Source: an optimization exercise on an open RTL-to-GDS flow (aim: small area, a short achievable clock period and few clock cycles per item). Production flows keep margins and buffers that such runs may drop. Only simulation tests tie the RTL to the original design; equivalence was not proved. No activity file was given, so power comes from the tool's default toggle rates.

[flow/config.mk]
export PLATFORM = sky130hd
export DESIGN_NAME = rsa_xcel_naive_RSAXcel
export DESIGN_NICKNAME = rsa_xcel_naive_RSAXcel
export VERILOG_FILES = /design/flow/design.v
export SDC_FILE = /design/flow/constraint.sdc
export NUM_CORES = 4
export LEC_CHECK = 0
export CAP_MARGIN = 20
export CORE_MARGIN = 2
export CORE_UTILIZATION = 40
export GPL_ROUTABILITY_DRIVEN = 0
export GPL_TIMING_DRIVEN = 0
export PLACE_DENSITY = 0.6
export SLEW_MARGIN = 20
[flow/constraint.sdc]
create_clock -name core_clock -period 15.0 [get_ports {clk}]
set_input_delay 3.0000 -clock core_clock [delete_from_list [all_inputs] [get_ports {clk}]]
set_output_delay 3.0000 -clock core_clock [all_outputs]
set_load 0.01 [all_outputs]
[flow/design.v]
module rsa_xcel_naive_RSAXcel
(
    input  logic clk,
    input  logic reset,
    input  logic [37:0]  xcel_reqstream_msg,    
    input  logic         xcel_reqstream_val,
    output logic         xcel_reqstream_rdy,
    output logic [32:0]  xcel_respstream_msg,   
    output logic         xcel_respstream_val,
    input  logic         xcel_respstream_rdy
);
    localparam K     = 4;            
    localparam NSLOT = 36;           
    localparam NCYC  = NSLOT / K;    
    localparam ST_IDLE = 2'd0;
    localparam ST_DBL  = 2'd1;       
    localparam ST_MM   = 2'd2;       
    localparam OP_SQ  = 2'd0;        
    localparam OP_MUL = 2'd1;        
    localparam OP_FIN = 2'd2;        
    logic [31:0]  b_r, e_r, n_r;     
    logic         busy;              
    logic         go_pend;           
    logic [1:0]   pend;              
    logic         t0, t1;            
    logic [1:0]   st;
    logic [1:0]   op;
    logic [3:0]   cyc;
    logic [6:0]   dcnt;
    logic [4:0]   idx;
    logic         inbit;             
    logic [32:0]  r;                 
    logic [31:0]  bt;                
    logic [34:0]  S;                 
    logic [34:1]  C;
    logic [K-1:0] dsq, dmul, dfin;   
    logic rdy_r, val_r;              
    assign xcel_reqstream_rdy = rdy_r;
    logic       acc, is_wr, deq, go_acc;
    logic [4:0] addr;
    assign acc    = xcel_reqstream_val & xcel_reqstream_rdy;
    assign is_wr  = xcel_reqstream_msg[37];
    assign addr   = xcel_reqstream_msg[36:32];
    assign go_acc = acc & is_wr & ( addr == 5'd0 );
    assign deq    = val_r & xcel_respstream_rdy;
    assign xcel_respstream_val = val_r;
    assign xcel_respstream_msg = { t0, r[31:0] & {32{~t0}} };
    logic [1:0] pend_nxt;
    logic       busy_nxt;
    assign pend_nxt = reset ? 2'd0 : pend + {1'b0, acc} - {1'b0, deq};
    always @( posedge clk ) begin
        pend  <= pend_nxt;
        busy  <= busy_nxt;
        val_r <= ( pend_nxt != 2'd0 );
        rdy_r <= ~busy_nxt & ( pend_nxt != 2'd2 );
        case ( {acc, deq} )
            2'b10: if ( pend == 2'd0 ) t0 <= is_wr; else t1 <= is_wr;
            2'b01: t0 <= t1;
            2'b11: if ( pend == 2'd1 ) t0 <= is_wr;
                   else begin t0 <= t1; t1 <= is_wr; end
            default: ;
        endcase
    end
    always @( posedge clk ) begin
        if ( acc & is_wr ) begin
            if ( addr == 5'd1 ) b_r <= xcel_reqstream_msg[31:0];
            if ( addr == 5'd2 ) e_r <= xcel_reqstream_msg[31:0];
            if ( addr == 5'd3 ) n_r <= xcel_reqstream_msg[31:0];
        end
    end
    logic rd_pend;
    assign rd_pend = ( ( pend != 2'd0 ) & ~t0 ) | ( ( pend == 2'd2 ) & ~t1 );
    logic start;
    assign start = go_pend & ~rd_pend & ( st == ST_IDLE );
    logic        dbl;
    logic        fast;
    logic [32:0] v;
    assign dbl  = start | ( st == ST_DBL );
    assign fast = n_r[31];
    assign v    = start ? {1'b0, b_r & {32{fast}}} : {bt, inbit};
    logic [34:0] add_x, add_y;
    logic [35:0] add_s;
    assign add_x = S | ( {2'b0, v} & {35{dbl}} );
    assign add_y = {C, 1'b0} | ( ~{3'b0, n_r} & {35{dbl}} );
    always @( * ) begin : bk
        logic [35:0] g, p, G, P;
        integer      d, i;
        g = {add_x & add_y, dbl};
        p = {add_x ^ add_y, 1'b0};
        G = g;
        P = p;
        for ( d = 1; d < 36; d = d * 2 )
            for ( i = 2 * d - 1; i < 36; i = i + 2 * d ) begin
                G[i] = G[i] | ( P[i] & G[i-d] );
                P[i] = P[i] & P[i-d];
            end
        for ( d = 8; d >= 1; d = d / 2 )
            for ( i = 3 * d - 1; i < 36; i = i + 2 * d ) begin
                G[i] = G[i] | ( P[i] & G[i-d] );
                P[i] = P[i] & P[i-d];
            end
        add_s = {G[35], p[35:1] ^ G[34:0]};
    end
    logic        ge;
    logic [31:0] red;                
    logic [32:0] sum;                
    assign ge  = add_s[35];
    assign red = ge ? add_s[31:0] : v[31:0];
    assign sum = add_s[32:0];
    logic [34:0] s_o, c_o;
    always @( * ) begin : csa
        logic [34:0] s, c, qn, s1, c1, ab, s2, c2;
        logic        q, qa;
        integer      j;
        s = S;
        c = {C, 1'b0};
        q = S[0];
        for ( j = 0; j < K; j = j + 1 ) begin
            ab = {2'b0, ( r & {33{dsq[j]}} ) | ( {1'b0, bt} & {33{dmul[j]}} ) | {32'd0, dfin[j]}};
            qa = s[1] ^ c[1] ^ ab[0] ^ ( q & ~n_r[1] );
            qn = q ? {3'b0, n_r} : 35'd0;
            s1 = s ^ c ^ qn;
            c1 = ( s & c ) | ( s & qn ) | ( c & qn );
            s1 = s1 >> 1;
            s2 = s1 ^ c1 ^ ab;
            c2 = ( s1 & c1 ) | ( s1 & ab ) | ( c1 & ab );
            s  = s2;
            c  = {c2[33:0], 1'b0};
            q  = qa;
        end
        s_o = s;
        c_o = c;
    end
    logic ebit;
    assign ebit = e_r[idx];
    logic cpa;                       
    assign cpa = ( st == ST_MM ) & ( cyc == NCYC[3:0] );
    logic lead;                      
    assign lead = ( st == ST_DBL ) & ( dcnt == 7'd66 );
    logic       nxt_done;
    logic [1:0] nxt_op;
    logic       nxt_dec;
    always @( * ) begin
        nxt_done = 1'b0;
        nxt_op   = op;
        nxt_dec  = 1'b0;
        if ( lead ) begin
            if ( ~ebit ) nxt_done = 1'b1;                
            else if ( idx == 5'd0 ) nxt_op = OP_FIN;
            else begin nxt_op = OP_SQ; nxt_dec = 1'b1; end
        end
        else case ( op )
            OP_SQ: begin
                if ( ebit ) nxt_op = OP_MUL;
                else if ( idx == 5'd0 ) nxt_op = OP_FIN;
                else nxt_dec = 1'b1;
            end
            OP_MUL: begin
                if ( idx == 5'd0 ) nxt_op = OP_FIN;
                else begin nxt_op = OP_SQ; nxt_dec = 1'b1; end
            end
            default: nxt_done = 1'b1;
        endcase
    end
    always @( * ) begin
        busy_nxt = busy;
        if ( go_acc ) busy_nxt = 1'b1;
        if ( lead & nxt_done ) busy_nxt = 1'b0;
        if ( ( st == ST_MM ) & ( op == OP_FIN ) & ( cyc == NCYC[3:0] - 4'd1 ) )
            busy_nxt = 1'b0;
        if ( reset ) busy_nxt = 1'b0;
    end
    always @( posedge clk ) begin
        if ( reset ) begin
            st      <= ST_IDLE;
            go_pend <= 1'b0;
        end
        else begin
            if ( go_acc ) go_pend <= 1'b1;
            if ( start ) begin
                go_pend <= 1'b0;
                st      <= ST_DBL;
            end
            if ( lead ) st <= nxt_done ? ST_IDLE : ST_MM;
            if ( cpa & nxt_done ) st <= ST_IDLE;
        end
    end
    logic [32:0]    r_nxt;           
    logic [NSLOT+K-1:0] r_ext;
    assign r_nxt = lead ? {1'b0, red} : sum;
    assign r_ext = {{(NSLOT+K-33){1'b0}}, r};
    always @( posedge clk ) begin
        S <= ( ( st == ST_MM ) & ~cpa ) ? s_o      : 35'd0;
        C <= ( ( st == ST_MM ) & ~cpa ) ? c_o[34:1] : 34'd0;
    end
    always @( posedge clk ) begin
        if ( start ) begin
            bt   <= red;
            dcnt <= fast ? 7'd32 : 7'd0;
            idx  <= 5'd31;
        end
        if ( st == ST_DBL ) begin
            bt   <= red;
            dcnt <= dcnt + 7'd1;
            if ( ~ebit & ( idx != 5'd0 ) ) idx <= idx - 5'd1;
        end
        if ( start )
            inbit <= ~fast & b_r[31];
        else
            inbit <= ~( dcnt[6] | dcnt[5] | ( dcnt[4:0] == 5'd31 ) ) & b_r[~( dcnt[4:0] + 5'd1 )];
        if ( lead | cpa ) begin
            cyc  <= 4'd0;
            op   <= nxt_op;
            if ( nxt_dec ) idx <= idx - 5'd1;
            r    <= nxt_done & lead ? 33'd1 : r_nxt;
            dsq  <= r_nxt[K-1:0] & {K{nxt_op == OP_SQ}};
            dmul <= r_nxt[K-1:0] & {K{nxt_op == OP_MUL}};
            dfin <= r_nxt[K-1:0] & {K{nxt_op == OP_FIN}};
        end
        else if ( st == ST_MM ) begin
            cyc  <= cyc + 4'd1;
            dsq  <= r_ext[(cyc+4'd1)*K +: K] & {K{op == OP_SQ}};
            dmul <= r_ext[(cyc+4'd1)*K +: K] & {K{op == OP_MUL}};
            dfin <= r_ext[(cyc+4'd1)*K +: K] & {K{op == OP_FIN}};
        end
    end
endmodule
[flow/flow/run.sh]
#!/bin/bash
# Standard ORFS layout, with timing repair aiming below the clock period.
set -euo pipefail
bash standard.sh SETUP_SLACK_MARGIN=10.8 finish > standard_flow.log 2>&1
[flow/standard.sh]
#!/bin/bash
# synth_recipe.tcl (not shown) runs the flow's synth.tcl, then flattens the netlist and writes it again
# the make line also repeats each setting of config.mk as NAME=value (left out here)
make -C /OpenROAD-flow-scripts/flow DESIGN_CONFIG=/design/flow/config.mk WORK_HOME=/design/flow/orfs CLKGATE_MAP_FILE= SYNTH_SCRIPT=/design/flow/synth_recipe.tcl "${@:-finish}"
==> impl_results.md, run 1 <==
- Status: complete, no violations
- Vias: between 15000 and 20000
- Met3 wire len: between 7000 and 8000 µm
- Clock sinks: 271
- Sequential share of power: ~39%
- Syn Std Cell Area: slightly above 20000 µm²
- Crit start category: register
- Largest area contributor in the netlist: edfxtp_1
- FF+latch count, synth: roughly 270
- Worst-path clk slew: approximately 0.06 ns
- Antenna violations before repair: 1
- Total power: 0.00216 W
- DRC: 0
- Total grt overflow: 0
- Starting DRT DRC Count: 1802
- Internal Dissipation: 0.00154 W
- Clock buffer depth: 3
- Worst-margin pin slew: 1.20 ns
- Final HPWL DP: 52600 µm
- DRT antenna net count: 0
- Final setup TNS: 0 ns
- PwrDens: a little under 80 nW/µm²
- Boundary pin count: 77
- Syn Inst Count: 1780
- Commonest cells post-synth: 275 x fa_1, 190 x inv_1, 184 x edfxtp_1, 141 x nand2_1, 110 x a22oi_1
- Proportion of layout cells with a drive suffix above 1: 33.4%
- Port Buffers: 76
- Tot GR Track Use: between 20 and 30%
- Maxcap violations: 0
- CP required: around 15 ns
- Synth Flop Type: edfxtp_1
- Peak supply drop: a little under 0.09 mV
- End of the worst hold path: idx[3]$_DFF_P_
- Die area: between 50000 and 60000 µm²
- Row cnt: between 80 and 90
- Data arrival time of the critical path: about 5.6 ns
- NumNets Final: around 2500
- Hold Crit Depth: 1
- Async set-or-reset flop fraction in the synthesized netlist: 0%
- R2r setup slk: slightly below 10 ns
- Area delta synth->final: 35.2%
- Mean post-synth cell area: 11.6 µm²
- Slew headroom: between 10% and 20%
- Post-synthesis sequential area ratio: a little over a third
- Skew-Pair Late Insertion Delay: around 0.55 ns
- Clock share of power: between 30 and 40%
- Unique masters post-synth: 65
- Die Wd: 231 µm
- Placed Area: 23000 µm²
- Setup violators final: 0
- CTS tree: built
- Post-route cell area: 28000 µm²
- Worst setup EP type: register
- R2r endpoint: S[15]$_SDFF_PN0_
- Largest net degree at the start of global routing: 33
- Drt first pass iters: 9
- CP Class: reg2reg
- Most frequent cell after synthesis: fa_1
- Switching share of power: 28.8%
- Final count of pins violating max slew: 0
- Comb power frac: a little under a quarter
- Final Hold Viols: 0
- H-tree depth reported by CTS: 2
- Drt wl/cell: about 28 µm
- First-pass GRT wire length: ~110000 µm
- Worst hold start: idx[3]$_DFF_P_
- Reg-to-Reg Start: S[0]$_SDFF_PN0_
- Vias in the first global route: around 17000
- Via density: 5.90
- M1 WL: between 20000 and 30000 µm
- Top cell type's share of synthesized area: approximately a quarter
- Top sig layer: met4
- Max Clock Skew: 0.0177 ns
- Period utilization: around 34%
- Unrepaired setup endpoints after global routing: true
- Syn nets: around 2200
- Cts bufs inserted: 34
- Largest cells by area after synthesis: edfxtp_1 27%, fa_1 27%, dfxtp_1 8.4%
- Routed WL: 76400 µm
- YS warnings: 1
- Fmax: between 150 and 200 MHz
- Switching pwr: a little over 0.0006 W
- Worst R2R Path Depth: 18
- Worst Path Max Fanout: 7
- Post-synth EDFFs: 184
- Class of the worst hold path: reg2reg
- Root buf cell: clkbuf_16
- WL met2: 35200 µm
- Die Ht: roughly 230 µm
- Core area: around 51000 µm²
- Crit path time final: 5.14 ns
- Static Leak: ~11 nW
- Starting Density: roughly two fifths
[registers in the layout, indices dropped and copies added (netlist names), 4 cells and up]
name / count
e_r: 32
dfin: 4
cyc: 4
dcnt: 7
dsq: 4
idx: 5
C: 34
n_r: 32
b_r: 32
bt: 32
S: 35
r: 33
dmul: 4
[through the flow]
| stage | util (%) | hold slack, ns | std cells | setup WS, ns |
|---|---|---|---|---|
| floorplan | - | 0.472 | 1780 | 10.12 |
| global placement | 44.7 | 0.496 | 2536 | 8.39 |
| detailed placement | 44.9 | 0.525 | 2540 | 8.35 |
| CTS | 52.5 | 0.529 | 2728 | 9.85 |
| global route | 54.6 | 0.568 | 2772 | 9.74 |
| finish | 54.6 | 0.535 | 2773 | 9.86 |
[what timing repair did]
item,CTS,global route
gates cloned,17,2
hold buffers,0,0
setup endpoints to repair,277,183
setup buffers,110,42
gates resized for setup,524,175
pin swaps,143,69
[worst max-delay path, stage by stage (launching register included)]
cell and delay (ns):
dfxtp_4 0.37, clkbuf_16 0.17, and2_4 0.14, fa_1 0.48, inv_1 0.05, fa_1 0.49, fa_1 0.43, fa_2 0.57
inv_2 0.05, ha_4 0.29, xor2_4 0.20, xnor2_4 0.16, buf_12 0.19, clkbuf_16 0.20, nand2_4 0.05, fa_1 0.56
inv_2 0.05, fa_2 0.51, and2_1 0.11
[layer usage]
layer | up-vias | track usage, %
met3 | 243 | 6.25
met1 | 8419 | 36.5
li1 | 6758 | -
met2 | 937 | 45.5
met5 | - | 0
met4 | 0 | 15.2
[power groups by stage]
stage / clock [W] / combinational (W) / sequential, W
after global placement: 0 / 0.000353 / 0.000855
after floorplan: 0 / 0.000224 / 0.000847
after detailed placement: 0 / 0.000360 / 0.000855
final: 0.000832 / 0.000490 / 0.000838
after global routing: 0.000864 / 0.000520 / 0.000840
after CTS: 0.000834 / 0.000435 / 0.000836
[cell usage in the layout, fill, tap and decap left out, types with 13 or more instances in the layout]
| master | Yosys | layout |
|---|---|---|
| nand2_1 | 141 | 69 |
| nand2_2 | 0 | 22 |
| and2_1 | 105 | 75 |
| buf_4 | 4 | 89 |
| and2_4 | 0 | 30 |
| inv_1 | 190 | 160 |
| buf_2 | 10 | 25 |
| a221o_1 | 19 | 19 |
| nand2_4 | 0 | 48 |
| ha_1 | 66 | 50 |
| nor2b_4 | 0 | 15 |
| clkbuf_16 | 0 | 64 |
| buf_12 | 0 | 31 |
| fa_1 | 275 | 221 |
| a21oi_2 | 0 | 19 |
| and3_1 | 23 | 21 |
| fa_2 | 0 | 54 |
| edfxtp_1 | 184 | 184 |
| mux4_2 | 17 | 17 |
| mux2i_1 | 43 | 42 |
| o22ai_2 | 0 | 24 |
| clkbuf_1 | 74 | 43 |
| a22o_1 | 44 | 44 |
| a22oi_1 | 110 | 105 |
| dfxtp_1 | 87 | 84 |
| ha_4 | 0 | 13 |
| nor2b_1 | 40 | 25 |
| clkdlybuf4s50_1 | 0 | 35 |
| a21oi_1 | 46 | 17 |
| o21bai_1 | 42 | 36 |
| buf_6 | 2 | 57 |
| inv_2 | 0 | 29 |
| nor2_1 | 53 | 49 |
[cells by family (layout without fill, tap and decap cells)]
| family | after synthesis | in the layout | share of synthesized area, % |
|---|---|---|---|
| buf+inv | 283 | 594 | 5.34 |
| other cells | 0 | 1 | 0 |
| xor+xnor | 32 | 32 | 1.36 |
| fa+ha+maj | 341 | 341 | 30.6 |
| simple gates | 433 | 434 | 10.7 |
| compound gates | 354 | 354 | 12.4 |
| flops | 271 | 271 | 35.1 |
| mux | 66 | 66 | 4.35 |
[layout make-up]
class	count	area, µm²
well taps	680	851
diodes	1	2.50
fillers	4194	23200
plain buffers	92	1040
clock inverters	18	168
flip-flops and latches	271	7270
clock buffers	43	916
inverters	191	721
multi-input cells	1227	14200
repair inverters	2	12.5
repair buffers	248	2740
[worst max-delay path by stage]
stage,startpoint,end,slack (ns),depth (start not counted)
after global placement,t0$_DFFE_PP_,r[14]$_SDFFCE_PP0N_,8.39,17
after CTS,S[0]$_SDFF_PN0_,S[15]$_SDFF_PN0_,9.85,18
after detailed placement,t0$_DFFE_PP_,r[14]$_SDFFCE_PP0N_,8.35,17
after global routing,S[0]$_SDFF_PN0_,S[15]$_SDFF_PN0_,9.74,18
after floorplan,xcel_reqstream_val,e_r[0]$_DFFE_PP_,10.12,3
final,S[0]$_SDFF_PN0_,S[15]$_SDFF_PN0_,9.86,18
Testbench counts, summed over its fixed seeds: cycles 70,518, items 192.
==> inputs of run 2 (changes only) <==
==> flow/flow/run.sh (replaced) <==
#!/bin/bash
# Standard ORFS layout, with timing repair aiming below the clock period.
set -euo pipefail
bash standard.sh SETUP_SLACK_MARGIN=10 GPL_TIMING_DRIVEN=1 finish > standard_flow.log 2>&1
==> run 2 against run 1 <==
Still clean; clock skew is 0.0023 ns lower; clock power is 12% higher; sequential power is 2% higher; critical endpoint is now S[23]$_SDFF_PN0_; critical path type unchanged; global-route usage is 5.1 points lower; largest cell class unchanged; critical path depth is 1 higher; synthesized cell count stayed put; setup slack worse by 0.027 ns.
==> impl_results.md, run 2 <==
- Antenna violations before repair: 1 (unchanged)
- Most frequent cell after synthesis: fa_1
- Hold Crit Depth: 1 (unchanged)
- PwrDens: 87.2 nW/µm² (+13%)
- NumNets Final: 2255 (-8.0%)
- Max reg flops: 35 (unchanged)
- Routed WL: 62900 µm (-18%)
- Peak supply drop: 0.0573 mV (-35%)
- Worst-margin pin slew: 1.09 ns (-0.109 ns)
- Setup violators final: 0 (unchanged)
- Async set-or-reset flop fraction in the synthesized netlist: 0% (unchanged)
- Largest area contributor in the netlist: edfxtp_1
- Worst Path Max Fanout: 6 (-1)
- Boundary pin count: 77 (unchanged)
- DRT antenna net count: 0 (unchanged)
- YS warnings: 1 (unchanged)
- CTS tree: built
- H-tree depth reported by CTS: 2 (unchanged)
- Crit path time final: 5.17 ns (+0.0274 ns)
- Die Wd: 231 µm (unchanged)
- Port Buffers: 76 (unchanged)
- Post-synthesis sequential area ratio: 35.1% (unchanged)
- Syn Inst Count: 1780 (unchanged)
- Largest net degree at the start of global routing: 70 (+110%)
- Vias in the first global route: 15386 (-9.3%)
- Drt wl/cell: 24.4 µm (-11%)
- FF+latch count, synth: 271 (unchanged)
- Mean post-synth cell area: 11.6 µm² (unchanged)
- Largest regs: S x35, C x34, r x33
- Clock sinks: 271 (unchanged)
- Static Leak: 9.62 nW (-13%)
- Unique masters post-synth: 65 (unchanged)
- Top cell type's share of synthesized area: 26.7% (unchanged)
- Clock buffer depth: 3 (unchanged)
- Maxcap violations: 0 (unchanged)
- Slew headroom: 26.9% (+7.2 points)
- ANT cells: 0 (-1)
- Final HPWL DP: 42500 µm (-19%)
- DRC: 0 (unchanged)
- Die Ht: 231 µm (unchanged)
- Class of the worst hold path: reg2reg
- Skew-Pair Late Insertion Delay: 0.54 ns (about the same)
- Top reg by flops: S
- Worst setup EP type: register
- Vias: 14719 (-10%)
- Max Clock Skew: 0.0154 ns (-0.00227 ns)
- Most frequent cells in the layout: 253 x fa_1, 184 x edfxtp_1, 181 x inv_1, 115 x nand2_1, 109 x a22oi_1
- Worst hold start: idx[3]$_DFF_P_
- Cts bufs inserted: 34 (unchanged)
- Syn nets: 2163 (unchanged)
- Fmax: 193 MHz (-0.53%)
- Final count of pins violating max slew: 0 (unchanged)
- First-pass GRT wire length: 94300 µm (-15%)
- CP required: 15.48 ns (about the same)
- Largest cells by area after synthesis: edfxtp_1 27%, fa_1 27%, dfxtp_1 8.4%
- Data arrival time of the critical path: 5.65 ns (+0.02 ns)
- Total power: 0.00215 W (-0.68%)
- Synth Flop Type: edfxtp_1
- Row cnt: 83 (unchanged)
- Root buf cell: clkbuf_16
- Core area: 51200 µm² (unchanged)
- FILL cells: 4557 (+8.7%)
- Period utilization: 34.5% (+0.18 points)
- Starting Density: 40.4% (unchanged)
- Drt first pass iters: 5 (-4)
- Worst-path clk slew: 0.06 ns (about the same)
- Final Hold Viols: 0 (unchanged)
- Area delta synth->final: 18.9%
- CP Class: reg2reg
- Final setup TNS: 0 ns (unchanged)
- Worst R2R Path Depth: 19 (+1)
- Die area: 53500 µm² (unchanged)
- Proportion of layout cells with a drive suffix above 1: 13.3% (-20 points)
- Via density: 5.71 (-3.1%)
- Crit start category: register
- Reg-to-Reg Start: S[0]$_SDFF_PN0_
- Total grt overflow: 0 (unchanged)
- Tot GR Track Use: 23.5% (-5.1 points)
- Status: complete, no violations
- Starting DRT DRC Count: 1293 (-28%)
- Unrepaired setup endpoints after global routing: true
- Post-synth EDFFs: 184 (unchanged)
- CP Launch Point: S[0]$_SDFF_PN0_
- Commonest cells post-synth: 275 x fa_1, 190 x inv_1, 184 x edfxtp_1, 141 x nand2_1, 110 x a22oi_1
- CTS Hold Buffers Added: 0 (unchanged)
- Syn Std Cell Area: 20700 µm² (unchanged)
- Commonest non-fill, non-tap cell in the layout: fa_1
==> run 2: path summary, 6_finish.rpt <==
kind,end,slack [ns]
worst min-delay path,idx[3]$_DFF_P_,0.53
worst max-delay path,S[23]$_SDFF_PN0_,9.83
worst min register to register,idx[3]$_DFF_P_,0.53
worst max register to register,S[23]$_SDFF_PN0_,9.83
==> run 2: routing by layer <==
metal	vias up	part of all wire (%)	GRT usage (%)
met1	7760	42	31.4
li1	6348	-	-
met4	2	2.6	6.43
met2	518	49	40.0
met3	91	6.3	3.14
met5	-	0.021	0
==> run 2: power breakdown <==
part           switching [W]  internal [W]  total, W
Clock               0.000345      0.000585  0.000930
Sequential         0.0000397      0.000815  0.000854
Combinational       0.000197      0.000163  0.000361
==> run 2: timing repair <==
item	CTS	global route
cloned	7	5
setup endpoints to repair	174	120
buffers inserted	27	11
pin swaps	22	25
hold endpoints to repair	0	0
resized for setup	86	67
==> run 2: per-stage QoR <==
| stage | cell area (µm²) | instances | utilization (%) | hold slack [ns] | setup WS [ns] |
|---|---|---|---|---|---|
| CTS | 24200 | 2560 | 47.2 | 0.522 | 9.84 |
| global placement | 22100 | 2466 | 43.2 | 0.494 | 7.92 |
| global route | 24600 | 2576 | 48.0 | 0.543 | 9.74 |
| finish | 24600 | 2576 | 48.0 | 0.527 | 9.83 |
| floorplan | 20700 | 1780 | - | 0.472 | 10.03 |
| detailed placement | 22100 | 2466 | 43.2 | 0.509 | 7.72 |
==> run 2: worst max-delay path: stages (launching register included) <==
cell,delay [ns]
dfxtp_4,0.35
buf_12,0.12
and2_4,0.13
fa_1,0.48
inv_1,0.05
fa_1,0.51
fa_1,0.44
fa_1,0.54
inv_2,0.06
ha_4,0.28
xor2_4,0.23
xnor2_4,0.16
buf_12,0.15
buf_12,0.13
buf_12,0.14
nand2_2,0.07
fa_1,0.57
inv_2,0.04
fa_2,0.52
and2_1,0.11
==> run 2: cell families (layout without fill, tap and decap cells) <==
logic type | after synthesis | count (layout) | share of synthesized area, %
simple gates | 433 | 435 | 10.7
compound gates | 354 | 355 | 12.4
fa+ha+maj | 341 | 341 | 30.6
mux | 66 | 66 | 4.35
buf+inv | 283 | 396 | 5.34
flops | 271 | 271 | 35.1
xor+xnor | 32 | 32 | 1.36
==> run 2: cell type report <==
cell class              instances  area [µm²]  share of cell area (%)
flip-flops and latches        271        7270                    29.6
clock inverters                22         339                    1.38
clock buffers                  38         897                    3.65
repair buffers                145        1680                    6.85
well taps                     680         851                    3.46
multi-input cells            1229       12800                    52.2
inverters                     191         722                    2.94
==> inputs of run 3 (changes only) <==
==> flow/flow/run.sh (replaced) <==
#!/bin/bash
# Standard ORFS layout, with timing repair aiming below the clock period.
set -euo pipefail
bash standard.sh SETUP_SLACK_MARGIN=10 PLACE_DENSITY=0.75 finish > standard_flow.log 2>&1
==> run 3 against run 2 <==
Cell count grew 2.4%; synthesized cell count unchanged; non-clock buffer count up 68; largest cell class unchanged; largest power group is now sequential cells.
==> impl_results.md, run 3 <==
- CP required: 15.52 ns (+0.04 ns)
- Final count of pins violating max slew: 0 (unchanged)
- Die area: 53500 µm² (unchanged)
- Maxcap violations: 0 (unchanged)
- Vias in the first global route: 16908 (+9.9%)
- Antenna violations before repair: 0 (-1)
- Root buf cell: clkbuf_16
- Post-place setup slack: 7.81 ns (+0.0878 ns)
- Die Wd: 231 µm (unchanged)
- Top cell type's share of synthesized area: 26.7% (unchanged)
- Clock sinks: 271 (unchanged)
- Final HPWL DP: 50300 µm (+18%)
- Max reg flops: 35 (unchanged)
- Reg-to-Reg Start: S[0]$_SDFF_PN0_
- Most frequent cells in the layout: 239 x fa_1, 184 x edfxtp_1, 178 x inv_1, 111 x nand2_1, 109 x a22oi_1
- Core area: 51200 µm² (unchanged)
- Largest net degree at the start of global routing: 26 (-63%)
- Post-route cell area: 24700 µm² (+0.61%)
- Worst-path clk slew: 0.06 ns (about the same)
- Syn Std Cell Area: 20700 µm² (unchanged)
- CP Capture Point: S[19]$_SDFF_PN0_
- Port Buffers: 76 (unchanged)
- Fmax: 191 MHz (-1.4%)
- Boundary pin count: 77 (unchanged)
- Area delta synth->final: 19.7%
- Cts bufs inserted: 31 (-8.8%)
- Worst Path Max Fanout: 5 (-1)
- Commonest cells post-synth: 275 x fa_1, 190 x inv_1, 184 x edfxtp_1, 141 x nand2_1, 110 x a22oi_1
- DRC: 0 (unchanged)
- Data arrival time of the critical path: 5.76 ns (+0.11 ns)
- Starting Density: 40.4% (unchanged)
- Skew-Pair Late Insertion Delay: 0.60 ns (+0.06 ns)
- Die Ht: 231 µm (unchanged)
- Routed WL: 68400 µm (+8.7%)
- YS warnings: 1 (unchanged)
- Unrepaired setup endpoints after global routing: true
- Unique masters post-synth: 65 (unchanged)
- Largest cells by area after synthesis: edfxtp_1 27%, fa_1 27%, dfxtp_1 8.4%
- Syn Inst Count: 1780 (unchanged)
- Worst R2R Path Depth: 18 (-1)
- Most frequent cell after synthesis: fa_1
- Vias: 15873 (+7.8%)
- FF+latch count, synth: 271 (unchanged)
- CP Class: reg2reg
- DRT antenna net count: 0 (unchanged)
- CTS tree: built
- Largest regs: S x35, C x34, r x33
- Final setup TNS: 0 ns (unchanged)
- CP Launch Point: S[0]$_SDFF_PN0_
- Clock buffer depth: 3 (unchanged)
- Mean post-synth cell area: 11.6 µm² (unchanged)
- Synth Flop Type: edfxtp_1
- Max Clock Skew: 0.0332 ns (+0.0177 ns)
- Post-synth EDFFs: 184 (unchanged)
- Row cnt: 83 (unchanged)
- Largest area contributor in the netlist: edfxtp_1
- Setup violators final: 0 (unchanged)
- Drt first pass iters: 8 (+3)
- PwrDens: 82.6 nW/µm² (-5.3%)
- ANT cells: 0 (unchanged)
- Total power: 0.00204 W (-4.7%)
- Placed Area: 22400 µm² (+1.3%)
- H-tree depth reported by CTS: 1 (-1)
- Static Leak: 9.68 nW (+0.65%)
- Crit start category: register
- Final WS setup: 9.76 ns (-0.0709 ns)
- First-pass GRT wire length: 102000 µm (+8.4%)
- R2r endpoint: S[19]$_SDFF_PN0_
- Via density: 6.02 (+5.3%)
- Proportion of layout cells with a drive suffix above 1: 16.0% (+2.6 points)
- Worst setup EP type: register
- Top reg by flops: S
- Class of the worst hold path: reg2reg
- Tot GR Track Use: 25.7% (+2.2 points)
- NumNets Final: 2317 (+2.7%)
- Commonest non-fill, non-tap cell in the layout: fa_1
- Drt wl/cell: 25.9 µm (+6.1%)
- Peak supply drop: 0.0976 mV (+70%)
- Period utilization: 34.9% (+0.47 points)
- Total grt overflow: 0 (unchanged)
- Final Hold Viols: 0 (unchanged)
- Crit path time final: 5.24 ns (+0.0709 ns)
- CTS Hold Buffers Added: 0 (unchanged)
- Syn nets: 2163 (unchanged)
- Slew headroom: 24.4% (-2.6 points)
- R2r setup slk: 9.76 ns (-0.07 ns)
- Post-synthesis sequential area ratio: 35.1% (unchanged)
- Worst-margin pin slew: 1.13 ns (+0.0403 ns)
- Status: complete, no violations
- Starting DRT DRC Count: 2252 (+74%)
- Async set-or-reset flop fraction in the synthesized netlist: 0% (unchanged)
run 3: cell count changes in the layout (fill, tap and decap cells not counted), sizes merged, moves of 2 or more:
cell,delta
dlygate4sd2,+29
clkinv,-2
clkdlybuf4s50,-22
clkdlybuf4s15,+2
dlymetal6s2s,-9
bufinv,-3
clkbuf,+67
inv,+3
run 3: worst min-delay path by stage:
stage	start	to	slack [ns]	depth (start not counted)
after CTS	idx[3]$_DFF_P_	idx[3]$_DFF_P_	0.53	1
after detailed placement	idx[3]$_DFF_P_	idx[3]$_DFF_P_	0.51	1
after global placement	idx[3]$_DFF_P_	idx[3]$_DFF_P_	0.50	1
final	busy$_DFF_P_	busy$_DFF_P_	0.54	2
after global routing	busy$_DFF_P_	busy$_DFF_P_	0.55	2
after floorplan	idx[3]$_DFF_P_	idx[3]$_DFF_P_	0.47	1
run 3: metal layers:
metal | vias to the layer above | wire (µm) | part of all wire (%) | track usage [%]
met1 | 7885 | 23100 | 34 | 31.1
li1 | 6470 | - | - | -
met5 | - | 0 | 0 | 0
met2 | 1205 | 31200 | 46 | 40.5
met4 | 0 | 5080 | 7.4 | 16.3
met3 | 313 | 8970 | 13 | 7.04
run 3: cell families after synthesis:
| kind of cell | synth area share (%) |
|---|---|
| and+or+nand+nor | 10.7 |
| AOI/OAI and AO/OA | 12.4 |
| adders and majority gates | 30.6 |
| buffers and inverters | 5.34 |
| DFF | 35.1 |
| muxes | 4.35 |
| xor gates and xnor gates | 1.36 |
run 3: timing repair:
item,CTS,global route
gates resized for setup,227,88
endpoints found under the setup margin,174,139
buffers inserted,24,9
cloned,6,0
pin swaps,46,25
run 3: cell type report:
cell class | instances | area, µm²
clock buffers | 36 | 795
clock inverters | 21 | 289
repair buffers | 121 | 1230
plain buffers | 92 | 694
flip-flops and latches | 271 | 7270
inverters | 191 | 719
fillers | 4379 | 26500
well taps | 680 | 851
multi-input cells | 1226 | 12900
run 3: critical path, cell delays in order, from the launching register on:
cell       delay, ns
dfxtp_4         0.37
clkbuf_16       0.15
and2_4          0.13
fa_1            0.49
inv_1           0.06
fa_1            0.50
inv_2           0.05
ha_4            0.23
xor2_4          0.17
xnor2_4         0.43
buf_6           0.20
clkbuf_16       0.17
nand2_4         0.05
fa_1            0.53
fa_2            0.46
fa_1            0.50
inv_2           0.04
fa_2            0.51
and2_1          0.11
run 3: power by group:
| part | switching (W) | total (W) | internal, W | leakage (nW) |
|---|---|---|---|---|
| logic | 0.000217 | 0.000378 | 0.000161 | 6.79 |
| clock network | 0.000345 | 0.000831 | 0.000486 | 0.516 |
| registers | 0.0000202 | 0.000834 | 0.000814 | 2.37 |
run 3: stage by stage:
| stage | utilization (%) | cells | hold slack (ns) |
|---|---|---|---|
| after floorplan | - | 1780 | 0.472 |
| after global placement | 43.6 | 2536 | 0.496 |
| after detailed placement | 43.8 | 2542 | 0.515 |
| after CTS | 47.7 | 2629 | 0.526 |
| after global routing | 48.3 | 2638 | 0.553 |
| final | 48.3 | 2638 | 0.542 |
==> inputs of run 4 (changes only) <==
==> flow/flow/run.sh (replaced) <==
#!/bin/bash
# Standard ORFS layout, with timing repair aiming below the clock period.
set -euo pipefail
bash standard.sh SETUP_SLACK_MARGIN=10 finish > standard_flow.log 2>&1
==> run 4 against run 3 <==
Area after synthesis unchanged; final area decreased by 0.19%; clock-buffer cell count increased by 8; setup slack improved by 0.071 ns; routed wire length increased by 1.4%; critical path depth decreased by 5; sequential share of layout area increased by 0.062 points; via count decreased by 4.3%; cell count about the same; core utilization decreased by 0.093 points; critical path type unchanged; largest power group is now clock.
==> impl_results.md, run 4 <==
- Unique masters post-synth: 65 (unchanged)
- Syn Inst Count: 1780 (unchanged)
- CP required: 15.44 ns (-0.08 ns)
- Clock buffer depth: 3 (unchanged)
- Most frequent cell after synthesis: fa_1
- Vias in the first global route: 15753 (-6.8%)
- Area delta synth->final: 19.4%
- Skew-Pair Late Insertion Delay: 0.56 ns (-0.04 ns)
- Slew headroom: 20.1% (-4.2 points)
- Syn Std Cell Area: 20700 µm² (unchanged)
- Synth Flop Type: edfxtp_1
- Largest regs: S x35, C x34, r x33
- Syn nets: 2163 (unchanged)
- Async set-or-reset flop fraction in the synthesized netlist: 0% (unchanged)
- End of the worst hold path: idx[2]$_DFF_P_
- Status: complete, no violations
- YS warnings: 1 (unchanged)
- Worst setup EP type: register
- Post-synth EDFFs: 184 (unchanged)
- Largest cells by area after synthesis: edfxtp_1 27%, fa_1 27%, dfxtp_1 8.4%
- Mean post-synth cell area: 11.6 µm² (unchanged)
- Starting Density: 40.4% (unchanged)
- CP Class: reg2reg
- Maxcap violations: 0 (unchanged)
- Class of the worst hold path: reg2reg
- Die Ht: 231 µm (unchanged)
- Most frequent cells in the layout: 245 x fa_1, 184 x edfxtp_1, 179 x inv_1, 109 x nand2_1, 109 x a22oi_1
- Core area: 51200 µm² (unchanged)
- Routed WL: 69300 µm (+1.4%)
- Post-route cell area: 24700 µm² (-0.19%)
- Proportion of layout cells with a drive suffix above 1: 15.3% (-0.71 points)
- Post-synthesis sequential area ratio: 35.1% (unchanged)
- PwrDens: 83.7 nW/µm² (+1.3%)
- Total grt overflow: 0 (unchanged)
- CTS tree: built
- R2r endpoint: S[28]$_SDFF_PN0_
- Crit path time final: 5.17 ns (-0.0713 ns)
- Commonest cells post-synth: 275 x fa_1, 190 x inv_1, 184 x edfxtp_1, 141 x nand2_1, 110 x a22oi_1
- Worst Path Max Fanout: 10 (+5)
- Row cnt: 83 (unchanged)
- Clock sinks: 271 (unchanged)
- DRC: 0 (unchanged)
- Worst-margin pin slew: 1.20 ns (+0.0636 ns)
- Setup violators final: 0 (unchanged)
- Period utilization: 34.5% (-0.48 points)
- Peak supply drop: 0.0587 mV (-40%)
- H-tree depth reported by CTS: 2 (+1)
- Via density: 5.76 (-4.2%)
- Top cell type's share of synthesized area: 26.7% (unchanged)
- Port Buffers: 76 (unchanged)
- Max reg flops: 35 (unchanged)
- Worst R2R Path Depth: 13 (-5)
- Cts bufs inserted: 36 (+16%)
- R2r setup slk: 9.83 ns (+0.07 ns)
- Drt first pass iters: 6 (-2)
- FF+latch count, synth: 271 (unchanged)
- Worst hold start: idx[2]$_DFF_P_
- Largest net degree at the start of global routing: 26 (unchanged)
- Fmax: 194 MHz (+1.4%)
- Final setup TNS: 0 ns (unchanged)
- Unrepaired setup endpoints after global routing: true
- Worst-path clk slew: 0.06 ns (about the same)
- ANT cells: 0 (unchanged)
- Top reg by flops: S
- Antenna violations before repair: 1 (+1)
- Die Wd: 231 µm (unchanged)
- DRT antenna net count: 0 (unchanged)
- Crit start category: register
- First-pass GRT wire length: 102000 µm (about the same)
- Final count of pins violating max slew: 0 (unchanged)
- Tot GR Track Use: 26.3% (+0.59 points)
- Starting DRT DRC Count: 1551 (-31%)
- Max Clock Skew: 0.0199 ns (-0.0133 ns)
- Die area: 53500 µm² (unchanged)
- Root buf cell: clkbuf_16
- Drt wl/cell: 26.3 µm (+1.5%)
- NumNets Final: 2316 (-0.043%)
- Largest area contributor in the netlist: edfxtp_1
- Reg-to-Reg Start: n_r[31]$_DFFE_PP_
- Boundary pin count: 77 (unchanged)
- Final HPWL DP: 52400 µm (+4.3%)
- Data arrival time of the critical path: 5.61 ns (-0.15 ns)
- FILL cells: 4569 (+4.3%)
- Final Hold Viols: 0 (unchanged)
- Vias: 15196 (-4.3%)
- Static Leak: 9.67 nW (about the same)
- Hold Crit Depth: 1 (-1)
- Commonest non-fill, non-tap cell in the layout: fa_1
- Placed Area: 22400 µm² (unchanged)
-- run 4: cell counts after synthesis --
No cell type changed its count.
-- run 4: critical path: stages (launching register included) --
cell      delay [ns]
edfxtp_1        0.50
clkbuf_8        0.24
and2_1          0.18
fa_1            0.49
inv_1           0.05
fa_1            0.39
fa_1            0.55
fa_1            0.46
fa_1            0.51
fa_1            0.52
fa_1            0.54
inv_1           0.05
fa_1            0.43
and2_1          0.14
-- run 4: per-stage QoR --
step / setup WS [ns] / util, % / instances / hold slack [ns] / total power, W
2_1_floorplan: 10.03 / - / 1780 / 0.472 / 0.00106
3_3_place_gp: 7.57 / 43.6 / 2536 / 0.499 / 0.00119
3_5_place_dp: 7.52 / 43.8 / 2542 / 0.512 / 0.00120
4_1_cts: 9.84 / 47.8 / 2630 / 0.517 / 0.00206
5_1_grt: 9.70 / 48.2 / 2637 / 0.545 / 0.00213
6_report: 9.83 / 48.2 / 2637 / 0.531 / 0.00207
-- run 4: routing by layer --
layer	vias to the layer above	routed length (µm)	global-route usage [%]	share of wire (%)
met5	-	13	0	0.019
met4	2	3420	11.9	4.9
met3	153	6530	5.24	9.4
met2	821	32400	42.4	47
met1	7761	27000	34.3	39
li1	6459	-	-	-
-- run 4: report_power, final --
part / internal (W) / switching, W / leakage, nW
logic: 0.000164 / 0.000211 / 6.76
clock network: 0.000504 / 0.000353 / 0.540
registers: 0.000815 / 0.0000196 / 2.37
-- run 4: how the worst max path moves through the flow --
stage,startpoint,cells after the start,slack [ns],to
after floorplan,S[0]$_SDFF_PN0_,17,10.03,S[30]$_SDFF_PN0_
after global placement,dsq[0]$_DFFE_PP_,17,7.57,S[11]$_SDFF_PN0_
after detailed placement,dsq[0]$_DFFE_PP_,17,7.52,S[17]$_SDFF_PN0_
after CTS,S[0]$_SDFF_PN0_,18,9.84,S[25]$_SDFF_PN0_
after global routing,S[0]$_SDFF_PN0_,18,9.70,S[18]$_SDFF_PN0_
final,n_r[31]$_DFFE_PP_,13,9.83,S[28]$_SDFF_PN0_
-- run 4: cell families after synthesis --
logic type      after synthesis  share of synthesized area (%)
mux                          66                           4.35
simple gates                433                           10.7
compound gates              354                           12.4
fa+ha+maj                   341                           30.6
buf+inv                     283                           5.34
xor+xnor                     32                           1.36
flops                       271                           35.1
-- run 4: cell type report --
type	instances	area (µm²)	share of cell area [%]
clock buffers	44	952	3.86
flip-flops and latches	271	7270	29.5
plain buffers	92	668	2.71
multi-input cells	1226	12800	52.0
inverters	191	719	2.91
well taps	680	851	3.45
repair buffers	115	1200	4.86
clock inverters	18	181	0.735
-- run 4: timing repair --
action | CTS | global route
setup buffers | 22 | 7
setup endpoints to repair | 174 | 138
pin swaps | 53 | 39
gates cloned | 4 | 0
hold buffers | 0 | 0
resized for setup | 226 | 66
==> inputs of run 5 (changes only) <==
==> flow/flow/run.sh (replaced) <==
#!/bin/bash
# Standard ORFS layout, with timing repair aiming below the clock period.
set -euo pipefail
bash standard.sh SETUP_SLACK_MARGIN=10  finish > standard_flow.log 2>&1
--- a/flow/config.mk
+++ b/flow/config.mk
@@ -7,8 +7,8 @@
 export LEC_CHECK = 0
 export CAP_MARGIN = 20
 export CORE_MARGIN = 2
-export CORE_UTILIZATION = 40
+export CORE_UTILIZATION = 65
 export GPL_ROUTABILITY_DRIVEN = 0
-export GPL_TIMING_DRIVEN = 0
-export PLACE_DENSITY = 0.6
+export GPL_TIMING_DRIVEN = 1
+export PLACE_DENSITY = 0.8
 export SLEW_MARGIN = 20
==> run 5 against run 4 <==
First-iteration DRC count rose by 27%; synthesized cell count unchanged; still clean; critical path depth decreased by 10; fmax decreased by 0.34%; non-clock buffer count fell by 61; routed wire length fell by 11%; clock skew fell by 0.0084 ns; cell count decreased by 13%; setup slack worse by 0.017 ns; flip-flop and latch count stayed put; sequential share of layout area up 0.71 points.
==> impl_results.md, run 5 <==
- Vias in the first global route: 16144 (+2.5%)
- H-tree depth reported by CTS: 1 (-1)
- Final Hold Viols: 0 (unchanged)
- Top cell type's share of synthesized area: 26.7% (unchanged)
- Setup violators final: 0 (unchanged)
- Core area: 31500 µm² (-39%)
- CTS tree: built
- Root buf cell: clkbuf_16
- Max stage delay cell, worst path: edfxtp_1
- Port Buffers: 76 (unchanged)
- Drt wl/cell: 26.8 µm (+2.0%)
- Synth Flop Type: edfxtp_1
- Peak supply drop: 0.0996 mV (+70%)
- Sequential share of power: 44.2% (+3.8 points)
- Comb power frac: 18.9% (+0.8 points)
- Syn Std Cell Area: 20700 µm² (unchanged)
- Largest cells by area after synthesis: edfxtp_1 27%, fa_1 27%, dfxtp_1 8.4%
- NumNets Final: 2250 (-2.8%)
- Status: complete, no violations
- Worst R2R Path Depth: 19 (+6)
- Clock sinks: 271 (unchanged)
- Hold Crit Depth: 2 (+1)
- Total power: 0.00194 W (-6.2%)
- Static Leak: 9.52 nW (-1.6%)
- Clock share of power: 36.9% (-4.6 points)
- Syn Inst Count: 1780 (unchanged)
- Crit start category: register
- Most frequent cell after synthesis: fa_1
- Clock buffer depth: 3 (unchanged)
- Data arrival time of the critical path: 2.19 ns (-3.42 ns)
- Switching share of power: 28.5% (+0.25 points)
- Class of the worst hold path: reg2reg
- Die area: 33200 µm² (-38%)
- Mean post-synth cell area: 11.6 µm² (unchanged)
- First-pass GRT wire length: 92300 µm (-9.7%)
- Worst setup EP type: primary output
- Final count of pins violating max slew: 0 (unchanged)
- DRT antenna net count: 0 (unchanged)
- Final HPWL DP: 38800 µm (-26%)
- Routed WL: 61500 µm (-11%)
- Total grt overflow: 0 (unchanged)
- Fmax: 193 MHz (-0.34%)
- FILL cells: 1943 (-57%)
- Max reg flops: 35 (unchanged)
- Skew-Pair Late Insertion Delay: 0.57 ns (about the same)
- Final setup TNS: 0 ns (unchanged)
- Reg-to-Reg Start: S[0]$_SDFF_PN0_
- Starting DRT DRC Count: 1966 (+27%)
- R2r setup slk: 9.82 ns (about the same)
- Post-synthesis sequential area ratio: 35.1% (unchanged)
- Via density: 6.78 (+18%)
- Cts bufs inserted: 29 (-19%)
- Largest regs: S x35, C x34, r x33
- PwrDens: 80.5 nW/µm² (-3.9%)
- Post-synth EDFFs: 184 (unchanged)
- Switching pwr: 0.000553 W (-5.3%)
- R2r endpoint: S[21]$_SDFF_PN0_
- Boundary pin count: 77 (unchanged)
- Proportion of layout cells with a drive suffix above 1: 16.3% (+1.1 points)
- Die Ht: 182 µm (-21%)
- Slew headroom: 25.9% (+5.7 points)
- Largest stage delay, worst path: 0.61 ns (+0.06 ns)
- Drt first pass iters: 6 (unchanged)
- CP Class: reg2out
- Internal Dissipation: 0.00139 W (-6.5%)
- YS warnings: 1 (unchanged)
- Syn nets: 2163 (unchanged)
- Tot GR Track Use: 37.0% (+11 points)
- CP required: 12.00 ns (-3.44 ns)
- Starting Density: 65.7% (+25 points)
- Antenna violations before repair: 2 (+1)
- DRC: 0 (unchanged)
- Largest net degree at the start of global routing: 50 (+92%)
- Worst-margin pin slew: 1.11 ns (-0.0886 ns)
- FF+latch count, synth: 271 (unchanged)
- Vias: 15546 (+2.3%)
- Die Wd: 182 µm (-21%)
- Max Clock Skew: 0.0114 ns (-0.00842 ns)
- Largest area contributor in the netlist: edfxtp_1
- Crit path time final: 5.19 ns (+0.0175 ns)
- Unrepaired setup endpoints after global routing: true
- Async set-or-reset flop fraction in the synthesized netlist: 0% (unchanged)
- End of the worst hold path: busy$_DFF_P_
- Unique masters post-synth: 65 (unchanged)
- Worst hold start: busy$_DFF_P_
- Row cnt: 65 (-22%)
- Worst-path cell chain: clkbuf_16 > nor2b_1 > clkdlybuf4s50_1
- Area delta synth->final: 16.6%
- Top reg by flops: S
- Commonest cells post-synth: 275 x fa_1, 190 x inv_1, 184 x edfxtp_1, 141 x nand2_1, 110 x a22oi_1
- Period utilization: 34.6% (+0.12 points)
- Worst Path Max Fanout: 16 (+6)
- Most frequent cells in the layout: 228 x fa_1, 184 x edfxtp_1, 172 x inv_1, 110 x a22oi_1, 100 x nand2_1
- Maxcap violations: 0 (unchanged)
- Commonest non-fill, non-tap cell in the layout: fa_1
- Worst-path clk slew: 0.06 ns (about the same)
run 5: how the worst max path moves through the flow:
| stage | startpoint | end | slack, ns |
|---|---|---|---|
| after floorplan | S[0]$_SDFF_PN0_ | S[30]$_SDFF_PN0_ | 10.03 |
| after global placement | t1$_DFFE_PP_ | r[20]$_SDFFCE_PP0N_ | 8.94 |
| after detailed placement | t1$_DFFE_PP_ | r[14]$_SDFFCE_PP0N_ | 8.86 |
| after CTS | S[0]$_SDFF_PN0_ | S[28]$_SDFF_PN0_ | 9.87 |
| after global routing | n_r[2]$_DFFE_PP_ | S[16]$_SDFF_PN0_ | 9.75 |
| final | t0$_DFFE_PP_ | xcel_respstream_msg[18] | 9.81 |
run 5: cell type report:
type / count / area, µm² / share of cell area (%)
Clock inverter: 20 / 183 / 0.758
Antenna cell: 2 / 5.00 / 0.0208
Timing Repair Buffer: 146 / 1680 / 6.97
Sequential cell: 271 / 7270 / 30.2
Tap cell: 402 / 503 / 2.09
Clock buffer: 34 / 744 / 3.09
Multi-Input combinational cell: 1228 / 13000 / 53.9
Inverter: 191 / 717 / 2.97
run 5: power by group through the flow:
| stage | Clock, W | Sequential [W] | Combinational (W) |
|---|---|---|---|
| floorplan | 0 | 0.000845 | 0.000216 |
| global placement | 0 | 0.000863 | 0.000305 |
| detailed placement | 0 | 0.000865 | 0.000313 |
| CTS | 0.000717 | 0.000850 | 0.000335 |
| global route | 0.000745 | 0.000858 | 0.000389 |
| finish | 0.000716 | 0.000857 | 0.000367 |
run 5: cell families (layout without fill, tap and decap cells):
kind of cell	after synthesis	in the layout	share of synthesized area, %
mux	66	66	4.35
flops	271	271	35.1
fa+ha+maj	341	341	30.6
compound gates	354	355	12.4
xor+xnor	32	32	1.36
other cells	0	2	0
buf+inv	283	391	5.34
simple gates	433	434	10.7
run 5: through the flow:
stage	hold slack (ns)	setup slack, ns	cells	utilization (%)	area [µm²]
final	0.551	9.81	2294	76.6	24100
after detailed placement	0.523	8.86	2190	69.3	21800
after floorplan	0.472	10.03	1780	-	20700
after CTS	0.549	9.87	2275	74.9	23600
after global routing	0.592	9.75	2292	76.6	24100
after global placement	0.491	8.94	2190	69.3	21800
run 5: worst max-delay path: cells and delay by family (launching register included):
| family | cells | cell delay [ns] |
|---|---|---|
| buffers and inverters | 2 | 0.87 |
| DFF | 1 | 0.61 |
| and+or+nand+nor | 1 | 0.14 |
run 5: timing repair:
item / in CTS / in global routing
gates cloned: 8 / 3
buffers inserted: 23 / 13
pin swaps: 49 / 33
hold buffers: 0 / 0
resized for setup: 110 / 130
setup endpoints to repair: 157 / 128
run 5: metal layers:
metal  vias up  GRT usage, %  wire length [µm]
met1      7808          48.2             21200
met5         -             0                 0
met2      1107          59.7             28700
met3       283          7.30              7500
li1       6348             -                 -
met4         0          19.0              4120
==> inputs of run 6 (changes only) <==
--- a/flow/design.v
+++ b/flow/design.v
@@ -109,25 +109,42 @@
     assign sum = add_s[32:0];
     logic [34:0] s_o, c_o;
     always @( * ) begin : csa
-        logic [34:0] s, c, qn, s1, c1, ab, s2, c2;
-        logic        q, qa;
+        logic [34:0] s, c, qn, s1, c1, s2, c2;
+        logic [34:0] si [0:K];       
+        logic [34:0] ci [0:K];
+        logic [34:0] ab [0:K-1];
+        logic        q [0:K];
+        logic        x1;
         integer      j;
-        s = S;
-        c = {C, 1'b0};
-        q = S[0];
+        for ( j = 0; j < K; j = j + 1 )
+            ab[j] = {2'b0, ( r & {33{dsq[j]}} ) | ( {1'b0, bt} & {33{dmul[j]}} ) | {32'd0, dfin[j]}};
+        si[0] = S;
+        ci[0] = {C, 1'b0};
+        q[0]  = S[0];
+        q[1]  = S[1] ^ C[1] ^ ab[0][0] ^ ( q[0] & ~n_r[1] );
         for ( j = 0; j < K; j = j + 1 ) begin
-            ab = {2'b0, ( r & {33{dsq[j]}} ) | ( {1'b0, bt} & {33{dmul[j]}} ) | {32'd0, dfin[j]}};
-            qa = s[1] ^ c[1] ^ ab[0] ^ ( q & ~n_r[1] );
-            qn = q ? {3'b0, n_r} : 35'd0;
+            s  = si[j];
+            c  = ci[j];
+            if ( j + 2 <= K ) begin
+                x1 = s[1] ^ c[1] ^ ( q[j] & n_r[1] );
+                q[j+2] = ( s[2] ^ c[2] ^ ( q[j] & n_r[2] ) )
+                       ^ ( ( s[1] & c[1] ) | ( ( s[1] | c[1] ) & q[j] & n_r[1] ) )
+                       ^ ab[j][1]
+                       ^ ( ( x1 & q[j] ) | ( ( x1 | q[j] ) & ab[j][0] ) )
+                       ^ ( q[j+1] & ~n_r[1] )
+                       ^ ab[j+1 < K ? j+1 : 0][0] & ( j + 1 < K );
+            end
+            qn = q[j] ? {3'b0, n_r} : 35'd0;
             s1 = s ^ c ^ qn;
             c1 = ( s & c ) | ( s & qn ) | ( c & qn );
             s1 = s1 >> 1;
-            s2 = s1 ^ c1 ^ ab;
-            c2 = ( s1 & c1 ) | ( s1 & ab ) | ( c1 & ab );
-            s  = s2;
-            c  = {c2[33:0], 1'b0};
-            q  = qa;
-        end
+            s2 = s1 ^ c1 ^ ab[j];
+            c2 = ( s1 & c1 ) | ( s1 & ab[j] ) | ( c1 & ab[j] );
+            si[j+1] = s2;
+            ci[j+1] = {c2[33:0], 1'b0};
+        end
+        s = si[K];
+        c = ci[K];
         s_o = s;
         c_o = c;
     end
==> flow/flow/run.sh (replaced) <==
#!/bin/bash
# Standard ORFS layout, with timing repair aiming below the clock period.
set -euo pipefail
bash standard.sh SETUP_SLACK_MARGIN=10.5 GPL_TIMING_DRIVEN=1 finish > standard_flow.log 2>&1
--- a/flow/config.mk
+++ b/flow/config.mk
@@ -7,8 +7,8 @@
 export LEC_CHECK = 0
 export CAP_MARGIN = 20
 export CORE_MARGIN = 2
-export CORE_UTILIZATION = 65
+export CORE_UTILIZATION = 40
 export GPL_ROUTABILITY_DRIVEN = 0
-export GPL_TIMING_DRIVEN = 1
-export PLACE_DENSITY = 0.8
+export GPL_TIMING_DRIVEN = 0
+export PLACE_DENSITY = 0.6
 export SLEW_MARGIN = 20
==> run 6 against run 5 <==
Clock skew rose by 0.0013 ns; hold slack got worse by 0.0026 ns; non-clock buffer count is 36 higher; sequential share of layout area shrank 1.9 points; first-iteration DRC count fell by 25%; final area up 6.8%; synthesized cell count increased by 2.0%; register-to-register slack gained 0.22 ns; via count is 0.63% lower; critical path type is now reg2reg.
==> impl_results.md, run 6 <==
- Worst-path cell chain: and2_4 > fa_1 > inv_1 > fa_1 > inv_2 > fa_2 > buf_4 > fa_2 > inv_1 > fa_1 > fa_1 > inv_1 > fa_2 > fa_2 > and2_1
- Hold Crit Depth: 2 (unchanged)
- Unique masters post-synth: 61 (-6.2%)
- H-tree depth reported by CTS: 1 (unchanged)
- Commonest non-fill, non-tap cell in the layout: fa_1
- FF+latch count, synth: 271 (unchanged)
- Peak supply drop: 0.0758 mV (-24%)
- Syn Inst Count: 1815 (+2.0%)
- Post-synth EDFFs: 184 (unchanged)
- Class of the worst hold path: reg2reg
- Area delta synth->final: 23.0%
- Worst R2R Path Depth: 15 (-4)
- Worst-path clk slew: 0.07 ns (about the same)
- YS warnings: 5 (+4)
- Routed WL: 68300 µm (+11%)
- Post-route cell area: 25700 µm² (+6.8%)
- Clock buffer depth: 3 (unchanged)
- R2r endpoint: S[0]$_SDFF_PN0_
- Final WS setup: 10.04 ns (+0.223 ns)
- Final Hold Viols: 0 (unchanged)
- DRT antenna net count: 0 (unchanged)
- Vias: 15448 (-0.63%)
- Clock sinks: 271 (unchanged)
- Drt first pass iters: 5 (-1)
- Placed Cells: 2499 (+14%)
- Mean post-synth cell area: 11.5 µm² (-0.74%)
- First-pass GRT wire length: 98100 µm (+6.3%)
- Boundary pin count: 77 (unchanged)
- Total grt overflow: 0 (unchanged)
- Worst setup EP type: register
- Fmax: 202 MHz (+4.5%)
- Placed Area: 22600 µm² (+3.6%)
- Async set-or-reset flop fraction in the synthesized netlist: 0% (unchanged)
- Largest cells by area after synthesis: edfxtp_1 26%, fa_1 26%, dfxtp_1 8.3%
- Drt wl/cell: 25.8 µm (-3.7%)
- Proportion of layout cells with a drive suffix above 1: 22.3% (+6.0 points)
- Row cnt: 83 (+28%)
- Final HPWL DP: 42100 µm (+8.5%)
- Worst Path Max Fanout: 2 (-14)
- Crit path time final: 4.96 ns (-0.223 ns)
- Max Clock Skew: 0.0127 ns (+0.00128 ns)
- Top cell type's share of synthesized area: 26.4% (-0.32 points)
- Commonest cells post-synth: 275 x fa_1, 197 x inv_1, 184 x edfxtp_1, 135 x nand2_1, 107 x a22oi_1
- Largest area contributor in the netlist: edfxtp_1
- Data arrival time of the critical path: 5.45 ns (+3.26 ns)
- Top reg by flops: S
- Core area: 51500 µm² (+64%)
- Max stage delay cell, worst path: fa_2
- Max reg flops: 35 (unchanged)
- Setup violators final: 0 (unchanged)
- Period utilization: 33.1% (-1.5 points)
- Via density: 5.84 (-14%)
- Largest regs: S x35, C x34, r x33
- End of the worst hold path: go_pend$_SDFFE_PP0P_
- Tot GR Track Use: 24.2% (-13 points)
- Die Ht: 233 µm (+28%)
- Largest stage delay, worst path: 0.53 ns (-0.08 ns)
- Worst-margin pin slew: 0.912 ns (-0.198 ns)
- Largest net degree at the start of global routing: 42 (-16%)
- Starting Density: 40.6% (-25 points)
- Layout Cells excl Fill: 2644 (+15%)
- Skew-Pair Late Insertion Delay: 0.59 ns (+0.02 ns)
- FILL cells: 4563 (+130%)
- Post-place setup slack: 9.29 ns (+0.428 ns)
- Worst hold start: go_pend$_SDFFE_PP0P_
- Post-synthesis sequential area ratio: 34.7% (-0.42 points)
- Crit start category: register
- CP required: 15.48 ns (+3.48 ns)
- Cts bufs inserted: 31 (+6.9%)
- CTS tree: built
- Synth Flop Type: edfxtp_1
- Starting DRT DRC Count: 1474 (-25%)
- Most frequent cells in the layout: 223 x fa_1, 188 x inv_1, 184 x edfxtp_1, 109 x nand2_1, 106 x a22oi_1
- Syn Std Cell Area: 20900 µm² (+1.2%)
- Maxcap violations: 0 (unchanged)
- Final setup TNS: 0 ns (unchanged)
- Slew headroom: 39.1% (+13 points)
- Hold WS: 0.548 ns (-0.00257 ns)
- Status: complete, no violations
- Reg-to-Reg Start: n_r[3]$_DFFE_PP_
- R2r setup slk: 10.04 ns (+0.22 ns)
- Die Wd: 233 µm (+28%)
- Antenna violations before repair: 0 (-2)
- Syn nets: 2199 (+1.7%)
- NumNets Final: 2323 (+3.2%)
- Die area: 54200 µm² (+63%)
- PwrDens: 81.4 nW/µm² (+1.2%)
- Final count of pins violating max slew: 0 (unchanged)
- Most frequent cell after synthesis: fa_1
- Static Leak: 10.2 nW (+7.2%)
- CP Class: reg2reg
- Port Buffers: 76 (unchanged)
- Root buf cell: clkbuf_16
- ANT cells: 0 (-2)
- CTS Hold Buffers Added: 0 (unchanged)
- DRC: 0 (unchanged)
- Unrepaired setup endpoints after global routing: true
- Vias in the first global route: 16046 (-0.61%)
## run 6: layout make-up
cell class | instances | area [µm²] | share of cell area [%]
Sequential cell | 271 | 7270 | 28.3
Tap cell | 680 | 851 | 3.31
Timing Repair Buffer | 182 | 2220 | 8.61
Inverter | 197 | 739 | 2.87
Clock buffer | 41 | 833 | 3.24
Clock inverter | 17 | 215 | 0.836
Multi-Input combinational cell | 1256 | 13600 | 52.9
## run 6: worst max-delay path by stage
stage / from / to / slack [ns] / depth (start not counted)
after CTS: n_r[31]$_DFFE_PP_ / S[27]$_SDFF_PN0_ / 10.07 / 13
after detailed placement: t1$_DFFE_PP_ / dfin[3]$_DFFE_PP_ / 9.29 / 15
after global routing: n_r[3]$_DFFE_PP_ / S[0]$_SDFF_PN0_ / 9.90 / 15
after floorplan: xcel_reqstream_val / e_r[0]$_DFFE_PP_ / 10.12 / 3
after global placement: t1$_DFFE_PP_ / dfin[3]$_DFFE_PP_ / 9.36 / 15
final: n_r[3]$_DFFE_PP_ / S[0]$_SDFF_PN0_ / 10.04 / 15
## run 6: worst max-delay path: cells and delay by family (launching register included)
kind / cells / cell delay (ns)
buffers and inverters: 5 / 0.39
DFF: 1 / 0.46
adders and majority gates: 8 / 3.71
and+or+nand+nor: 2 / 0.32
## run 6: layer usage
layer	share of wire, %	wire length (µm)	vias up	global-route usage, %
met4	4.0	2760	0	8.42
met5	0	0	-	0
met1	40	27300	8020	32.2
met2	48	33000	728	40.8
met3	7.5	5140	154	2.94
li1	-	-	6546	-
## run 6: metrics by stage
step	utilization, %	total power [W]
final	50.0	0.00210
after global routing	50.0	0.00216
after CTS	47.6	0.00205
after detailed placement	43.9	0.00119
after global placement	43.9	0.00118
after floorplan	-	0.00105
## run 6: cells by family after synthesis
group	Yosys count	synth area share, %
adder cells (fa/ha/maj)	344	30.4
buffers and inverters	292	5.44
AND/OR/NAND/NOR	435	10.7
multiplexers	68	4.30
XOR/XNOR	37	1.81
flip-flops	271	34.7
AO/OA/AOI/OAI	368	12.6
## run 6: power breakdown
part           internal, W  switching, W
Sequential        0.000815     0.0000365
Combinational     0.000199      0.000240
Clock             0.000475      0.000331
## run 6: timing repair
item,CTS,global route
pin swaps,9,48
setup endpoints to repair,273,249
hold endpoints to repair,0,0
cloned,10,9
setup buffers,31,37
resized for setup,235,150
Testbench counts of run 6, summed over its fixed seeds: cycles 70,518, items 192.
==> inputs of run 7 (changes only) <==
==> flow/flow/run.sh (replaced) <==
#!/bin/bash
# Standard ORFS layout, with timing repair aiming below the clock period.
set -euo pipefail
bash standard.sh SETUP_SLACK_MARGIN=10.2 GPL_TIMING_DRIVEN=1 CTS_BUF_LIST=sky130_fd_sc_hd__clkbuf_8 finish > standard_flow.log 2>&1
==> run 7 against run 6 <==
Clock-buffer cell count up 17; die area stayed put; clock power shrank 14%; area after synthesis unchanged; via count shrank 2.2%; highest routed layer unchanged; largest power group unchanged; global-route usage down 0.24 points; core utilization down 1.7 points; synthesized cell count did not move; routed wire length is 5.6% lower; combinational power down 16%; critical endpoint is now S[19]$_SDFF_PN0_; sequential share of layout area up 0.97 points; still clean; cell count hardly changed.
==> impl_results.md, run 7 <==
- Core area: 51500 µm² (unchanged)
- Top reg by flops: S
- Vias: 15105 (-2.2%)
- YS warnings: 5 (unchanged)
- Drt wl/cell: 24.4 µm (-5.7%)
- Worst R2R Path Depth: 14 (-1)
- Fmax: 198 MHz (-1.6%)
- Maxcap violations: 0 (unchanged)
- Root buf cell: clkbuf_8
- Reg-to-Reg Start: S[0]$_SDFF_PN0_
- FILL cells: 4674 (+2.4%)
- CTS tree: built
- Largest area contributor in the netlist: edfxtp_1
- Class of the worst hold path: reg2reg
- Max stage delay cell, worst path: fa_2
- Unique masters post-synth: 61 (unchanged)
- Largest cells by area after synthesis: edfxtp_1 26%, fa_1 26%, dfxtp_1 8.3%
- Final count of pins violating max slew: 0 (unchanged)
- Skew-Pair Late Insertion Delay: 0.63 ns (+0.04 ns)
- Vias in the first global route: 15757 (-1.8%)
- NumNets Final: 2311 (-0.52%)
- Most frequent cells in the layout: 219 x fa_1, 194 x inv_1, 184 x edfxtp_1, 106 x a22oi_1, 103 x nand2_1
- Post-synthesis sequential area ratio: 34.7% (unchanged)
- Storage element area: 7270 µm² (about the same)
- Synth Flop Type: edfxtp_1
- Crit path max-delay family: adder cells
- Clock sinks: 271 (unchanged)
- Status: complete, no violations
- Starting DRT DRC Count: 1221 (-17%)
- DRT antenna net count: 0 (unchanged)
- Placed Cells: 2500 (+0.040%)
- Boundary pin count: 77 (unchanged)
- Area delta synth->final: 18.9%
- Antenna violations before repair: 1 (+1)
- Drt first pass iters: 5 (unchanged)
- Cts bufs inserted: 50 (+61%)
- CP Class: reg2reg
- Post-synth EDFFs: 184 (unchanged)
- End of the worst hold path: go_pend$_SDFFE_PP0P_
- R2r setup slk: 9.96 ns (-0.08 ns)
- Max Clock Skew: 0.0252 ns (+0.0125 ns)
- Clock buffer depth: 3 (unchanged)
- Layout Cells excl Fill: 2646 (+0.076%)
- Via density: 5.71 (-2.3%)
- Max reg flops: 35 (unchanged)
- Largest net degree at the start of global routing: 49 (+17%)
- Period utilization: 33.6% (+0.53 points)
- Worst-margin pin slew: 0.845 ns (-0.0664 ns)
- Row cnt: 83 (unchanged)
## run 7: cell counts after synthesis
Identical to the previous run, type by type.
## run 7: kinds of logic after synthesis
family	count (synthesis)	share of synthesized area (%)
buffers and inverters	292	5.44
AOI/OAI and AO/OA	368	12.6
xor gates and xnor gates	37	1.81
muxes	68	4.30
DFF	271	34.7
adders and majority gates	344	30.4
and+or+nand+nor	435	10.7
## run 7: cell type report
| cell class | instances | area share (%) |
|---|---|---|
| multi-input cells | 1253 | 53.1 |
| flip-flops and latches | 271 | 29.2 |
| repair buffers | 154 | 7.39 |
| well taps | 680 | 3.42 |
| clock buffers | 58 | 3.21 |
| inverters | 197 | 2.97 |
| clock inverters | 32 | 0.624 |
| diodes | 1 | 0.0101 |
## run 7: how the worst max path moves through the flow
| stage | start | endpoint | slack (ns) | cells after the start |
|---|---|---|---|---|
| after CTS | t0$_DFFE_PP_ | xcel_respstream_msg[28] | 9.95 | 3 |
| final | S[0]$_SDFF_PN0_ | S[19]$_SDFF_PN0_ | 9.96 | 14 |
| after global routing | n_r[3]$_DFFE_PP_ | S[12]$_SDFF_PN0_ | 9.86 | 18 |
| after global placement | t1$_DFFE_PP_ | r[14]$_SDFFCE_PP0N_ | 8.94 | 16 |
| after detailed placement | r[0]$_SDFFCE_PP1N_ | S[30]$_SDFF_PN0_ | 8.98 | 15 |
| after floorplan | xcel_reqstream_val | e_r[0]$_DFFE_PP_ | 10.12 | 3 |
## run 7: layer usage
metal  part of all wire, %  routed length [µm]  track usage [%]
met5                     0                   0                0
met4                   3.6                2320             8.64
met3                   8.3                5320             4.39
met2                    48               30700             39.3
met1                    41               26100             31.7
## run 7: repair_timing
item,CTS,global route
endpoints found under the setup margin,176,183
resized for setup,164,105
hold buffers,0,0
gates cloned,4,5
setup buffers,33,12
pin swaps,48,23
## run 7: worst reg2reg max path: cells and delay by family (launching register included)
kind | cells | cell delay (ns)
AND/OR/NAND/NOR | 2 | 0.30
flip-flops | 1 | 0.36
buffers and inverters | 4 | 0.46
adder cells (fa/ha/maj) | 8 | 3.81
## run 7: through the flow
step	hold WS, ns	util, %	cell area [µm²]	setup WS (ns)	power (W)
after floorplan	0.481	-	21000	10.12	0.00105
after global placement	0.505	43.6	22400	8.94	0.00117
after detailed placement	0.513	43.6	22400	8.98	0.00118
after CTS	0.525	47.3	24400	9.95	0.00189
after global routing	0.552	48.3	24900	9.86	0.00200
final	0.522	48.3	24900	9.96	0.00191
## run 7: power by group
part / switching [W] / internal (W) / total [W]
Sequential: 0.0000354 / 0.000815 / 0.000850
Combinational: 0.000203 / 0.000166 / 0.000369
Clock: 0.000329 / 0.000367 / 0.000696
Total: 0.000568 / 0.00135 / 0.00191

Re-timed with assumed drivers on the ports (clkbuf_16 on the clock, buf_2 on other inputs), run 7 has 9.935 ns of setup slack against 9.958 ns with ideal ports, and 9.774 ns once port delays also move by the mid clock arrival of 0.669 ns.
